From an optimization exercise on the open Yosys and OpenROAD flow, aimed at small area, a short achievable clock period and few clock cycles; shortcuts taken in it are not production practice.
Function was checked by simulation only, so behaviour that the tests miss may differ from the original.

## fp4_fft
module fp4_fft #(
    parameter MAX_N = 32,
    parameter ADDR_WIDTH = $clog2(MAX_N)
)(
    input wire clk,
    input wire rst,
    input wire start,
    input wire [ADDR_WIDTH-1:0] N,  
    output reg done,
    output reg error,
    input wire [7:0] data_in,  
    input wire data_in_valid,  
    output reg [7:0] data_out,  
    output reg data_out_valid,  
    output reg fft_ready  
);
    reg n16, n8;
    always @(posedge clk) begin
        n16 <= (N == 5'd16);
        n8 <= (N == 5'd8);
    end
    wire [3:0] mask = n16 ? 4'hf : n8 ? 4'h7 : 4'h3;
    function [14:0] stage_ctl;
        input [3:0] x;
        input m16, m8;
        reg [3:0] l0, l1, l2, l3, l4, l5, cm, r;
        reg hi4;
        begin
            l0 = x - 4'd1;
            l1 = x - 4'd9;
            l2 = x - 4'd14;
            l3 = x - 4'd1;
            l4 = x - 4'd2;
            l5 = x - 4'd9;
            hi4 = m16 ? l4[3] : m8 ? l4[2] : l4[1];
            cm = x & (m16 ? 4'hf : m8 ? 4'h7 : 4'h3);
            r = m16 ? 4'd11 : m8 ? 4'd7 : 4'd1;
            stage_ctl[14] = m16 & l0[3];
            stage_ctl[13] = (m16 | m8) & l1[2];
  ...
==> module fp4_fft, before the edit <==
module fp4_fft #(
    parameter MAX_N = 32,
    parameter ADDR_WIDTH = $clog2(MAX_N)
)(
    input wire clk,
    input wire rst,
    input wire start,
    input wire [ADDR_WIDTH-1:0] N,  
    output reg done,
    output reg error,
    input wire [7:0] data_in,  
    input wire data_in_valid,  
    output reg [7:0] data_out,  
    output reg data_out_valid,  
    output reg fft_ready  
);
    reg n16, n8;
    always @(posedge clk) begin
        n16 <= (N == 5'd16);
        n8 <= (N == 5'd8);
    end
    wire [3:0] mask = n16 ? 4'hf : n8 ? 4'h7 : 4'h3;
    function [14:0] stage_ctl;
        input [3:0] x;
        input m16, m8;
        reg [3:0] l0, l1, l2, l3, l4, l5, cm, r;
        reg hi4;
        begin
            l0 = x - 4'd1;
            l1 = x - 4'd9;
            l2 = x - 4'd14;
            l3 = x - 4'd1;
            l4 = x - 4'd2;
            l5 = x - 4'd9;
            hi4 = m16 ? l4[3] : m8 ? l4[2] : l4[1];
            cm = x & (m16 ? 4'hf : m8 ? 4'h7 : 4'h3);
            r = m16 ? 4'd11 : m8 ? 4'd7 : 4'd1;
            stage_ctl[14] = m16 & l0[3];
            stage_ctl[13] = (m16 | m8) & l1[2];
            stage_ctl[12] = l2[1];
            stage_ctl[11] = l3[0];
            stage_ctl[10] = m16 & l1[3];
            stage_ctl[9:8] = m16 ? {l2[2], l2[3]} : m8 ? {l2[2], 1'b0} : 2'b00;
            stage_ctl[7:5] = m16 ? {l3[1], l3[2], l3[3]} : m8 ? {l3[1], l3[2], 1'b0} : {l3[1], 2'b00};
            stage_ctl[4] = hi4 & ~l4[0];
            stage_ctl[3] = m16 & l5[2] & ~l5[1];
            stage_ctl[2] = (cm >= r);
            stage_ctl[1] = (cm == r - 4'd1);
            stage_ctl[0] = 1'b0;
        end
    endfunction
    reg in_frame;  
    reg [3:0] c;  
    reg [5:0] fv;  
    reg en;  
    reg [14:0] ctl;  
    wire start_now = data_in_valid & ~in_frame & fft_ready;
    wire adv = in_frame ? data_in_valid : 1'b1;
    wire [3:0] cur = start_now ? 4'd0 : c;
    wire last = in_frame & data_in_valid & ((c & mask) == mask);
    wire wrap = adv & ((cur & mask) == mask);
    wire in_frame_n = start_now | (in_frame & ~last);
    wire [3:0] c_n = adv ? cur + 4'd1 : c;
    wire last_slot = ((c & mask) == mask);
    wire wrap_next = (((c + 4'd1) & mask) == 4'd0);
    wire [14:0] ctl_inc = stage_ctl(c + 4'd1, n16, n8);
    wire [14:0] ctl_one = stage_ctl(4'd1, N == 5'd16, N == 5'd8);
    always @(posedge clk)
        ctl <= ~adv ? ctl : start_now ? ctl_one : ctl_inc;
    wire ph8 = ctl[14], ph4 = ctl[13], ph2 = ctl[12], ph1 = ctl[11];
    wire k4 = ctl[10];
    wire [1:0] k2 = ctl[9:8];
    wire [2:0] k1 = ctl[7:5];
    wire cond1 = ctl[4], cond2 = ctl[3];
    wire out_v = n16 ? (ctl[2] ? fv[0] : fv[1]) : n8 ? (ctl[2] ? fv[1] : fv[2]) : (ctl[2] ? fv[4] : fv[5]);
    wire [5:0] keep = n16 ? 6'b000011 : n8 ? 6'b000111 : 6'b111111;
    always @(posedge clk or negedge rst) begin
        if (!rst) begin
            in_frame <= 1'b0;
            c <= 4'hf;  
            fv <= 6'b000000;
            en <= 1'b0;
        end else begin
            in_frame <= in_frame_n;
            c <= c_n;
            en <= adv;
            if (wrap)
                fv <= {fv[4:0], in_frame} & keep;
            else if (en & ctl[1]) begin
                if (n16) fv[1] <= 1'b0;
                else if (n8) fv[2] <= 1'b0;
                else fv[5] <= 1'b0;
            end
        end
    end
    reg [7:0] in_reg, o4, o2;
    wire [7:0] s8, s4, s2, s1;
    wire [7:0] a8, a4, a2, a1, x8, y8, x4, y4, x2, y2, x1, y1;
    wire [7:0] b4 = s8;
    wire [7:0] b2 = o4;
    fp4_butterfly_w0 bf8 (.A(a8), .B(in_reg), .X(x8), .Y(y8));
    fp4_butterfly_w08 bf4 (.A(a4), .B(b4), .w8(k4), .X(x4), .Y(y4));
    fp4_butterfly_w2 bf2 (.A(a2), .B(b2), .w(k2), .X(x2), .Y(y2));
    fp4_butterfly bf1 (.A(a1), .B(o2), .widx(k1), .X(x1), .Y(y1));
    sdf_stage #(.D(8)) st8 (.clk(clk), .en(en), .phase(ph8), .s_in(in_reg),
                            .X(x8), .Y(y8), .A(a8), .s_out(s8));
    sdf_stage #(.D(4)) st4 (.clk(clk), .en(en), .phase(ph4), .s_in(b4),
                            .X(x4), .Y(y4), .A(a4), .s_out(s4));
    sdf_stage #(.D(2)) st2 (.clk(clk), .en(en), .phase(ph2), .s_in(b2),
                            .X(x2), .Y(y2), .A(a2), .s_out(s2));
    sdf_stage #(.D(1)) st1 (.clk(clk), .en(en), .phase(ph1), .s_in(o2),
                            .X(x1), .Y(y1), .A(a1), .s_out(s1));
    reg [55:0] rv1;
    reg [15:0] rv2;
    wire [7:0] tap1 = n16 ? rv1[55:48] : n8 ? rv1[23:16] : rv1[7:0];
    wire [7:0] q1 = cond1 ? s1 : tap1;
    wire [7:0] q2 = cond2 ? q1 : rv2[15:8];
    always @(posedge clk) begin
        in_reg <= data_in;
        data_out <= q2;
    end
    always @(posedge clk) begin
        fft_ready <= in_frame ? (data_in_valid & last_slot) : (~(data_in_valid & fft_ready) & wrap_next);
        done <= last;
        error <= start & ((N == 5'd0) | ((N & (N - 5'd1)) != 5'd0));
        data_out_valid <= en & out_v;
    end
    always @(posedge clk) begin
        if (en) begin
            o4 <= s4;
            o2 <= s2;
            rv1 <= {rv1[47:0], cond1 ? tap1 : s1};
            rv2 <= {rv2[7:0], cond2 ? rv2[15:8] : q1};
        end
    end
endmodule
export LEC_CHECK = 0
export ABC_AREA = 1
export CAP_MARGIN = 20
export CORE_MARGIN = 2
export CORE_UTILIZATION = 40
export CTS_BUF_LIST = sky130_fd_sc_hd__clkbuf_16
export CTS_CLUSTER_DIAMETER = 80
export CTS_CLUSTER_SIZE = 25
export SLEW_MARGIN = 20
export BUFFER_PORTS_ARGS = -buffer_cell sky130_fd_sc_hd__buf_4
export SETUP_SLACK_MARGIN = 15
create_clock -name core_clock -period 20.0 [get_ports {clk}]
standard.sh (not shown) runs the stock make flow with config.mk's settings and CLKGATE_MAP_FILE= SYNTH_SCRIPT=/design/flow/synth_recipe.tcl, a recipe that flattens the netlist after the stock synthesis.
==> flow/flow/run.sh <==
#!/bin/bash
set -e
echo "export BUFFER_PORTS_ARGS = -buffer_cell sky130_fd_sc_hd__buf_4" >> "$FLOW_CONFIG"
echo "export SETUP_SLACK_MARGIN = 15" >> "$FLOW_CONFIG"
bash standard.sh > standard_flow.log 2>&1
Testbench counts at the start, summed over its fixed seeds: cycles 5,344.
==> next run, changes <==
--- a/flow/design.v
+++ b/flow/design.v
@@ -1506,29 +1506,29 @@
         input m16, m8;
         reg [3:0] l0, l1, l2, l3, l4, l5, cm, r;
         reg hi4;
         begin
             l0 = x - 4'd1;
-            l1 = x - 4'd9;
-            l2 = x - 4'd14;
-            l3 = x - 4'd1;
-            l4 = x - 4'd2;
-            l5 = x - 4'd9;
+            l1 = x - 4'd10;
+            l2 = x - 4'd15;
+            l3 = x - 4'd2;
+            l4 = x - 4'd3;
+            l5 = x - 4'd10;
             hi4 = m16 ? l4[3] : m8 ? l4[2] : l4[1];
             cm = x & (m16 ? 4'hf : m8 ? 4'h7 : 4'h3);
-            r = m16 ? 4'd11 : m8 ? 4'd7 : 4'd1;
+            r = m16 ? 4'd12 : m8 ? 4'd0 : 4'd2;
             stage_ctl[14] = m16 & l0[3];
             stage_ctl[13] = (m16 | m8) & l1[2];
             stage_ctl[12] = l2[1];
             stage_ctl[11] = l3[0];
             stage_ctl[10] = m16 & l1[3];
             stage_ctl[9:8] = m16 ? {l2[2], l2[3]} : m8 ? {l2[2], 1'b0} : 2'b00;
             stage_ctl[7:5] = m16 ? {l3[1], l3[2], l3[3]} : m8 ? {l3[1], l3[2], 1'b0} : {l3[1], 2'b00};
             stage_ctl[4] = hi4 & ~l4[0];
             stage_ctl[3] = m16 & l5[2] & ~l5[1];
             stage_ctl[2] = (cm >= r);
-            stage_ctl[1] = (cm == r - 4'd1);
+            stage_ctl[1] = (r != 4'd0) & (cm == r - 4'd1);
             stage_ctl[0] = 1'b0;
         end
     endfunction
     reg in_frame;  
     reg [3:0] c;  
@@ -1551,35 +1551,42 @@
     wire ph8 = ctl[14], ph4 = ctl[13], ph2 = ctl[12], ph1 = ctl[11];
     wire k4 = ctl[10];
     wire [1:0] k2 = ctl[9:8];
     wire [2:0] k1 = ctl[7:5];
     wire cond1 = ctl[4], cond2 = ctl[3];
-    wire out_v = n16 ? (ctl[2] ? fv[0] : fv[1]) : n8 ? (ctl[2] ? fv[1] : fv[2]) : (ctl[2] ? fv[4] : fv[5]);
+    wire out_v = n16 ? (ctl[2] ? fv[0] : fv[1]) : n8 ? fv[2] : (ctl[2] ? fv[4] : fv[5]);
     wire [5:0] keep = n16 ? 6'b000011 : n8 ? 6'b000111 : 6'b111111;
     always @(posedge clk or negedge rst) begin
         if (!rst) begin
             in_frame <= 1'b0;
             c <= 4'hf;  
             fv <= 6'b000000;
+            fft_ready <= 1'b0;
+            done <= 1'b0;
+            error <= 1'b0;
+            data_out_valid <= 1'b0;
             en <= 1'b0;
         end else begin
             in_frame <= in_frame_n;
             c <= c_n;
             en <= adv;
+            fft_ready <= in_frame ? (data_in_valid & last_slot) : (~(data_in_valid & fft_ready) & wrap_next);
+            done <= last;
+            error <= start & ((N == 5'd0) | ((N & (N - 5'd1)) != 5'd0));
+            data_out_valid <= en & out_v;
             if (wrap)
                 fv <= {fv[4:0], in_frame} & keep;
             else if (en & ctl[1]) begin
                 if (n16) fv[1] <= 1'b0;
-                else if (n8) fv[2] <= 1'b0;
                 else fv[5] <= 1'b0;
             end
         end
     end
-    reg [7:0] in_reg, o4, o2;
+    reg [7:0] in_reg, o8, o4, o2;
     wire [7:0] s8, s4, s2, s1;
     wire [7:0] a8, a4, a2, a1, x8, y8, x4, y4, x2, y2, x1, y1;
-    wire [7:0] b4 = s8;
+    wire [7:0] b4 = o8;
     wire [7:0] b2 = o4;
     fp4_butterfly_w0 bf8 (.A(a8), .B(in_reg), .X(x8), .Y(y8));
     fp4_butterfly_w08 bf4 (.A(a4), .B(b4), .w8(k4), .X(x4), .Y(y4));
     fp4_butterfly_w2 bf2 (.A(a2), .B(b2), .w(k2), .X(x2), .Y(y2));
     fp4_butterfly bf1 (.A(a1), .B(o2), .widx(k1), .X(x1), .Y(y1));
@@ -1594,24 +1601,18 @@
     reg [55:0] rv1;
     reg [15:0] rv2;
     wire [7:0] tap1 = n16 ? rv1[55:48] : n8 ? rv1[23:16] : rv1[7:0];
     wire [7:0] q1 = cond1 ? s1 : tap1;
     wire [7:0] q2 = cond2 ? q1 : rv2[15:8];
-    always @(posedge clk) begin
+    always @(posedge clk)
         in_reg <= data_in;
-        data_out <= q2;
-    end
-    always @(posedge clk) begin
-        fft_ready <= in_frame ? (data_in_valid & last_slot) : (~(data_in_valid & fft_ready) & wrap_next);
-        done <= last;
-        error <= start & ((N == 5'd0) | ((N & (N - 5'd1)) != 5'd0));
-        data_out_valid <= en & out_v;
-    end
     always @(posedge clk) begin
         if (en) begin
+            o8 <= s8;
             o4 <= s4;
             o2 <= s2;
             rv1 <= {rv1[47:0], cond1 ? tap1 : s1};
             rv2 <= {rv2[7:0], cond2 ? rv2[15:8] : q1};
+            data_out <= q2;
         end
     end
 endmodule
Effect: The changed run finished with timing, DRC and antenna clean. Count of clock-buffer cells in the layout grows by 2. Global-route usage shrinks by 0.41 points. Cell area grows by 2.2%. Via count grows by 0.53%. Non-clock buffer count shrinks by 6. Setup slack loses 0.068 ns. Core utilization grows by 0.40 points. Register-to-register slack gains 0.04 ns. Die area grows by 2.3%.
Testbench counts after the change, summed over its fixed seeds: cycles 5,352.

[static timing again, ports no longer ideal]
In the flow no input, the clock included, has a driving cell. The finished layouts below were timed again as built, in two steps. Step 1 sets driving cells, clkbuf_16 on the clock port and buf_2 on the other inputs (assumed; they add their load-dependent delay and slew). Step 2 adds t to the input delays and takes it off the output delays; t is the mean of the earliest and latest rising clock arrival at the registers after step 1. Input paths then give back, and output paths get back, about the clock's delay inside the block. Three values: no drivers, after step 1, after step 2; two values: the first two.
| run | t (ns) | setup WS [ns] | worst register clock-pin slew, ns | pins driven straight from the clock port |
|---|---|---|---|---|
| the first run | 0.543 | 15.028 / 14.982 / 14.724 | 0.11 / 0.11 | 1 |
| the second run | 0.539 | 14.961 / 14.914 / 14.633 | 0.10 / 0.10 | 1 |
After both steps setup and hold are still met in every run listed. For the second run, which loses most, drivers alone change the setup slack by -0.047 ns; drivers and shift together by -0.328 ns.
